Background: an optimization exercise with open tools, aiming at small area. Do not read the settings as production practice. Function was checked by simulation only, so behaviour that the tests miss may differ from the original. Power figures rest on the tool's default switching activity, not on a simulated workload.

**flow/run.sh**
```bash
#!/bin/bash
# synth_recipe.tcl (not shown) runs the flow's synth.tcl, then flattens the netlist and writes it again
# the make line also repeats each setting of config.mk as NAME=value (left out here)
make -C /OpenROAD-flow-scripts/flow DESIGN_CONFIG=/design/flow/config.mk WORK_HOME=/design/flow/orfs CLKGATE_MAP_FILE= SYNTH_SCRIPT=/design/flow/synth_recipe.tcl finish
```
**flow/config.mk**
```make
export PLATFORM = sky130hd
export DESIGN_NAME = top
export DESIGN_NICKNAME = top
export VERILOG_FILES = /design/flow/design.v
export SDC_FILE = /design/flow/constraint.sdc
export NUM_CORES = 4
export LEC_CHECK = 0
export CAP_MARGIN = 20
export CORE_MARGIN = 2
export CORE_UTILIZATION = 40
export SLEW_MARGIN = 20
```
**flow/constraint.sdc**
```tcl
create_clock -name core_clock -period 10.0 [get_ports {clock}]
set_input_delay 2.0000 -clock core_clock [delete_from_list [all_inputs] [get_ports {clock}]]
set_output_delay 2.0000 -clock core_clock [all_outputs]
set_load 0.01 [all_outputs]
```
**flow/design.v**
```verilog
module kbd_protocol (reset, clock, tick, ps2clk, ps2data, rel, code);
  input        reset, clock, tick, ps2clk, ps2data;
  output       rel;      
  output [7:0] code;     
  reg    [7:0] ps2clksamples;  
  always @(posedge clock or posedge reset)
    if (reset) ps2clksamples <= 8'd0;
      else if (tick) ps2clksamples <= {ps2clksamples[6:0], ps2clk};
  wire fall_edge;  
  assign fall_edge = (ps2clksamples[7:4] == 4'hF) & (ps2clksamples[3:0] == 4'h0);
  reg    [9:0] shift;    
  reg    [3:0] cnt;      
  reg          f0;       
  wire good = (shift[0] == 0) && (ps2data == 1) && (^shift[9:1]==1);
  assign rel  = tick & fall_edge & (cnt == 4'd10) & good & f0;
  assign code = shift[8:1];
  always @(posedge clock or posedge reset)
    if (reset)
      begin
        cnt      <= 4'd0;
        shift    <= 10'd0;
        f0       <= 1'b0;
      end
     else if (tick & fall_edge)
         begin
           if (cnt == 4'd10)  
             begin
               cnt <= 0;
               if (good)  
                 begin
                   if (f0)  
                     f0 <= 0;
                    else if (shift[8:1] == 8'hF0) f0 <= 1'b1;
                 end  
             end
            else
             begin
               shift <= {ps2data, shift[9:1]};  
               cnt <= cnt+1;
             end
         end
endmodule
module VGA(clock, tick, clk05H, reset, h_sync, v_sync, r, g, b, rel, scancode);
input clock, tick, clk05H, reset, rel;
input [7:0]scancode;
output [2:0]r;
output [2:0]g;
output [2:0]b;
output h_sync, v_sync;
reg [9:0]x;
reg [8:0]y;
wire h_sync_end;
always@(posedge clock or posedge reset)
begin
	if(reset)
	begin
		x <= 10'b0;
		y <= 9'b0;
	end
	else if (tick)
	begin
		if (x < 10'd799)
			x <= x + 1;
		else
			x <= 10'b0;
		if (h_sync_end)
		begin
			if (y < 9'd448)
				y <= y + 1;
			else
				y <= 9'b0;
		end
	end
end
	reg [9:0]w;
	reg [8:0]h;
	reg f;
	reg i;
	always@(posedge clock or posedge reset)
	if (reset)
	begin
		h <= 9'd20;
		w <= 10'd20;
		f <= 1'b0;
		i <= 1'b0;
	end
	else if (rel)
	begin
		h <= (scancode == 'h75) ? ((h < 9'd190)  ? h + 'd5 : h) :
			  (scancode == 'h72) ? ((h > 9'd10)   ? h - 'd5 : h) : h ;
		w <= (scancode == 'h6b) ? ((w < 10'd300) ? w + 'd5 : w) :
			  (scancode == 'h74) ? ((w > 10'd10)  ? w - 'd5 : w) : w ;
		f <= (scancode == 'h2B) ? ~f : f;
		i <= (scancode == 'h2D) ? ~i : i;
	end
	assign {r, g, b} = ((x < 10'd160) || (y < 9'd49))? 9'b000000000 :
                      ((x > 10'd475 - w && x < 10'd480 - w) && (y > 9'd244 - h && y < 9'd249 + h)) ? 9'b100110100 ^ ({9{f & clk05H}} | {9{i}}) :
                      ((x > 10'd475 + w && x < 10'd480 + w) && (y > 9'd244 - h && y < 9'd249 + h)) ? 9'b100110100 ^ ({9{f & clk05H}} | {9{i}}) :
					  ((x > 10'd475 - w && x < 10'd480 + w) && (y > 9'd244 - h && y < 9'd249 - h)) ? 9'b100110100 ^ ({9{f & clk05H}} | {9{i}}) :
					  ((x > 10'd475 - w && x < 10'd480 + w) && (y > 9'd244 + h && y < 9'd249 + h)) ? 9'b100110100 ^ ({9{f & clk05H}} | {9{i}}) : 9'b000000000 ^ {9{i}};
	assign h_sync_end = (x == 10'd799) ? 1'b1 : 1'b0;
	assign h_sync = ((x > 10'd15) && (x < 10'd112)) ? 1'b0 : 1'b1;
    assign v_sync = ((y > 9'd11)   && (y < 9'd14))  ? 1'b1 : 1'b0;
endmodule
module divider(clock, tick, reset, en);
	input clock, reset, en;
	output tick;  
	reg [1:0]count;
	always@(posedge clock or posedge reset)
	begin
	if (reset) count <= 0;
	else if (en) count <= count + 1;
	end
	assign tick = en & (count == 2'b01);
endmodule
module cnt25 (reset, clk, enable, clkdiv25);  
input reset, clk, enable;
output clkdiv25;
reg [5:0] cnt;
assign clkdiv25 = (cnt==5'd4);
always @(posedge reset or posedge clk)
  if (reset) cnt <= 0;
   else if (enable)
          if (clkdiv25) cnt <= 0;
            else cnt <= cnt + 1;
endmodule
module cnt9b (reset, clk, enable, clkdiv512);
input reset, clk, enable;
output clkdiv512;
reg [9:0] cnt;
assign clkdiv512 = cnt[9];
always@(posedge clk)
  if (reset) cnt <= 0;
   else if (enable) cnt <= cnt + 1;
endmodule
module half_hertz(reset, clk, clk05H);
input clk, reset;
output clk05H;
wire clk05H;
wire first, second, third, fourth, fifth, sixth, seventh;
cnt25 i0 (reset, clk, 1'b1, first);
cnt25 i1 (reset, clk, first, second);
cnt25 i2 (reset, clk, first & second, third);
cnt25 i3 (reset, clk, first & second & third, fourth);
cnt25 i4 (reset, clk, first & second & third & fourth, fifth);
cnt25 i5 (reset, clk, first & second & third & fourth & fifth, sixth );
cnt25 i6 (reset, clk, first & second & third & fourth & fifth & sixth, seventh);
cnt9b i7 (reset, clk, first & second & third & fourth & fifth & sixth & seventh, clk05H);
endmodule
module top(reset, en, clock, ps2clk, ps2data, h_sync, v_sync, r, g, b);
	input reset, en, clock, ps2clk, ps2data;
	output h_sync, v_sync;
	output [2:0]r;
	output [2:0]g;
   output [2:0]b;
	wire tick;
	wire rel;
	wire [7:0]code;
	wire clk05H;
	divider div(clock, tick, reset, en);
	half_hertz hhz(reset, clock, clk05H);
	kbd_protocol keyboard(reset, clock, tick, ps2clk, ps2data, rel, code);
	VGA vga(clock, tick, clk05H, reset, h_sync, v_sync, r, g, b, rel, code);
endmodule
```
==> flow_summary.ini <==
[status]
status = no timing/DRC/antenna violations

[yosys]
synth_nets = 1144
synth_warnings = 5
avgSynthCellArea_um2 = 8.91
ys_types = 66
synth_commonest_cells = ha_1, nand2_1, dfrtp_1
yosys-top-cells-area = dfrtp_1, ha_1, xnor2_1, nand2_1, o21ai_0
synth_ff_type = dfrtp_1
yosys.area.top_type_share_pct = 28.9
synthArstFlopShare_pct = 91.5
synth_enable_flop_cells = 0
synth_cells = 1002
synth_seq_cells = 117
synth_top_area_cell = dfrtp_1
synth_seq_area_share_pct = 32.3
synth.most_common_cell = ha_1
syn-cell-area_mm2 = 0.00893

[setup_path]
ff2ff_setup_slack_ns = 6.31
cp.required_ns = 8.00
cp-end-kind = output pin
r2r_end = vga.w[8]$_DFFE_PP0P_
reg2reg_depth = 11
slowest_delay_ns = 0.68
crit_chain = inv_1 -> ha_1 -> a21oi_1 -> nand3_1 -> xnor2_1 -> ha_1 -> a21o_1 -> a21o_1 -> a211o_1 -> o32a_1 -> a32o_1 -> a32oi_1 -> mux2i_1 -> clkdlybuf4s50_1
worstSetupStartpointType = flop
r2r-start = keyboard.shift[8]$_DFFE_PP0P_
crit_type = reg -> out
arrival_ns = 4.57
crit_fanout = 16
cp_slowest_cell = dfrtp_1

[finish]
n_antenna_cell = 0
fillers = 2151
finalInstanceArea_mm2 = 0.00982
drive_above_1_share_pct = 5.59
final_net_count = 1149
area_growth_pct = 10.0

[drt]
ant_nets = 0
drt_wl_total_um = 18300
dr.pass1.iters = 4
routedWlPerCell_um = 14.1
vias = 6813
via_per_inst = 5.24
first_iter_violations = 342
drcViolationCount = 0

[floorplan]
core.rowCount = 54
pin_count = 16
die-area_mm2 = 0.0235
initial_core_util_pct = 40.8
die_width_um = 153
core_area_mm2 = 0.0219
die_y_um = 153

[sta]
maxSlewHeadroom_pct = 32.4
timing.fmax_mhz = 152
finClkSkew_ns = 0.0101
worstMarginPinSlew_ns = 1.01
fin_tns_setup_ns = 0
slew_violations = 0
period_share_pct = 65.7
finalHoldViolCount = 0
grt_setup_unrepaired = no
min_period_ns = 6.57
finalSetupViolCount = 0

[global_routing]
grt_pass1_vias = 6551
grt_pass1_wl_um = 31900
grt_max_degree = 61
track_usage_pct = 16.3
gr-total-overflow = 0
antenna_found_initial = 0

[clock_network]
clock-sinks = 117
cts.path.max_buffers = 2
cts-root-buf = clkbuf_16
post_cts_buffers = 0
clock_latency_ns = 0.42
path_clk_slew_ns = 0.06
cts_tree = done
post_cts_resize_count = 0
h-tree-depth = 4
numCtsBuffers = 17
cts_hold_buf = 0

[power]
power.density_mw_per_mm2 = 120
power_leakage_nw = 4.48
ir_worst_vdd_v = 0.000125

[placed_design]
placed_area_mm2 = 0.00929
hpwl_um = 13300
io_buffers = 15
gp_congestion = 0.817

[worst_hold_path]
hold_depth = 1
hold_class = reg -> reg
hp-start = hhz.i5.cnt[5]$_DFFE_PP0P_
hold_end = hhz.i5.cnt[5]$_DFFE_PP0P_

[run]
cap_viol_max_count = 0
## sequential cells by signal, indices dropped and copies added (netlist names), 2 cells and up
signal / cells
hhz.i7.cnt: 10
vga.w: 10
hhz.i6.cnt: 6
hhz.i4.cnt: 6
hhz.i3.cnt: 6
keyboard.shift: 10
hhz.i0.cnt: 6
keyboard.ps2clksamples: 8
div.count: 2
vga.x: 10
hhz.i5.cnt: 6
vga.y: 9
vga.h: 9
keyboard.cnt: 4
hhz.i2.cnt: 6
hhz.i1.cnt: 6
## final cells by class
| cell class | count | area (um2) | share of cell area [%] |
|---|---|---|---|
| clock inverters | 12 | 82.6 | 0.841 |
| flip-flops and latches | 117 | 2880 | 29.4 |
| clock buffers | 20 | 447 | 4.55 |
| inverters | 55 | 209 | 2.13 |
| repair buffers | 17 | 165 | 1.68 |
| multi-input cells | 799 | 5690 | 57.9 |
| well taps | 280 | 350 | 3.57 |
## cells in the final DEF (no fill, tap or decap), drive strengths merged, types with 4 or more instances in the layout
cell type	Yosys	layout
a211oi	6	6
a21o	13	13
a21oi	54	54
a31oi	5	5
and2	6	6
and3	8	8
clkbuf	18	20
clkdlybuf4s50	0	15
clkinv	0	5
clkinvlp	0	6
dfrtp	103	103
dfstp	4	4
dfxtp	10	10
ha	135	135
inv	55	56
mux2	11	11
nand2	125	125
nand2b	8	8
nand3	39	39
nand4	35	35
nand4b	4	4
nor2	78	78
nor2b	8	8
nor3	18	18
nor4b	6	6
o21ai	74	74
o31ai	4	4
o41ai	5	5
or3	7	7
or4	4	4
xnor2	65	65
xor2	39	39
## metal layers
layer | part of all wire, % | vias up | GRT usage, %
met4 | 1.9 | 0 | 5.11
met5 | 0 | - | 0
met1 | 50 | 3155 | 22.7
met2 | 45 | 94 | 26.0
li1 | - | 3539 | -
met3 | 3.1 | 25 | 2.84
## worst max path at each step
stage                                     from  endpoint
after floorplan           vga.h[3]$_DFFE_PP0P_      g[1]
after global placement    vga.h[3]$_DFFE_PP0P_      g[2]
after detailed placement  vga.h[3]$_DFFE_PP0P_      g[2]
after CTS                 vga.h[3]$_DFFE_PP0P_      g[2]
after global routing      vga.h[3]$_DFFE_PP0P_      g[1]
final                     vga.h[3]$_DFFE_PP0P_      g[2]
## per-stage QoR
stage	util [%]	setup slack [ns]	std cells	hold WS, ns	power [mW]
2_1_floorplan	-	4.35	1002	0.435	0.603
3_3_place_gp	42.4	3.96	1268	0.454	0.635
3_5_place_dp	42.4	3.85	1268	0.455	0.637
4_1_cts	44.9	3.38	1300	0.464	1.19
5_1_grt	44.9	3.10	1300	0.476	1.24
6_report	44.9	3.43	1300	0.464	1.18
## cells by family after synthesis
group	count (synthesis)	share of synthesized area [%]
adder cells (fa/ha/maj)	137	19.4
XOR/XNOR	105	10.5
multiplexers	14	1.72
flip-flops	117	32.3
AO/OA/AOI/OAI	186	12.3
AND/OR/NAND/NOR	357	19.8
buffers and inverters	86	4.02
## worst max-delay path: cells and delay by family (launching register included)
kind,cells,cell delay (ns)
fa+ha+maj,2,0.54
buf+inv,2,0.79
simple gates,1,0.13
flops,1,0.68
compound gates,7,1.50
xor+xnor,1,0.16
mux,1,0.34
## report_power, final
group / leakage, nW / switching [mW] / internal, mW
combinational: 2.80 / 0.0614 / 0.0406
sequential: 1.44 / 0.0284 / 0.499
clock: 0.244 / 0.226 / 0.321
total: 4.48 / 0.316 / 0.861

[port drivers added, routing unchanged]
How much do the figures lean on ideal ports? The routed layout below was timed once more, with nothing changed but the port constraints.
Step 1: set_driving_cell puts a clkbuf_16 on clock and a buf_2 on each other input, an assumption about the parent block.
Step 2 adds t to the input delays and takes it off the output delays; t is the mean of the earliest and latest rising clock arrival at the registers after step 1. Input paths then give back, and output paths get back, about the clock's delay inside the block.
a / b / c = ideal ports / drivers / drivers and shift; a / b = the first two.
t (ns): 0.454
slack for setup (ns): 3.433 / 3.394 / 3.848
latest minus earliest clock arrival (ns): 0.010 / 0.010
worst register clock-pin slew, ns: 0.06 / 0.06
After both steps setup and hold are still met in this run. For this run, drivers alone change the setup slack by -0.039 ns; drivers and shift together by +0.415 ns.
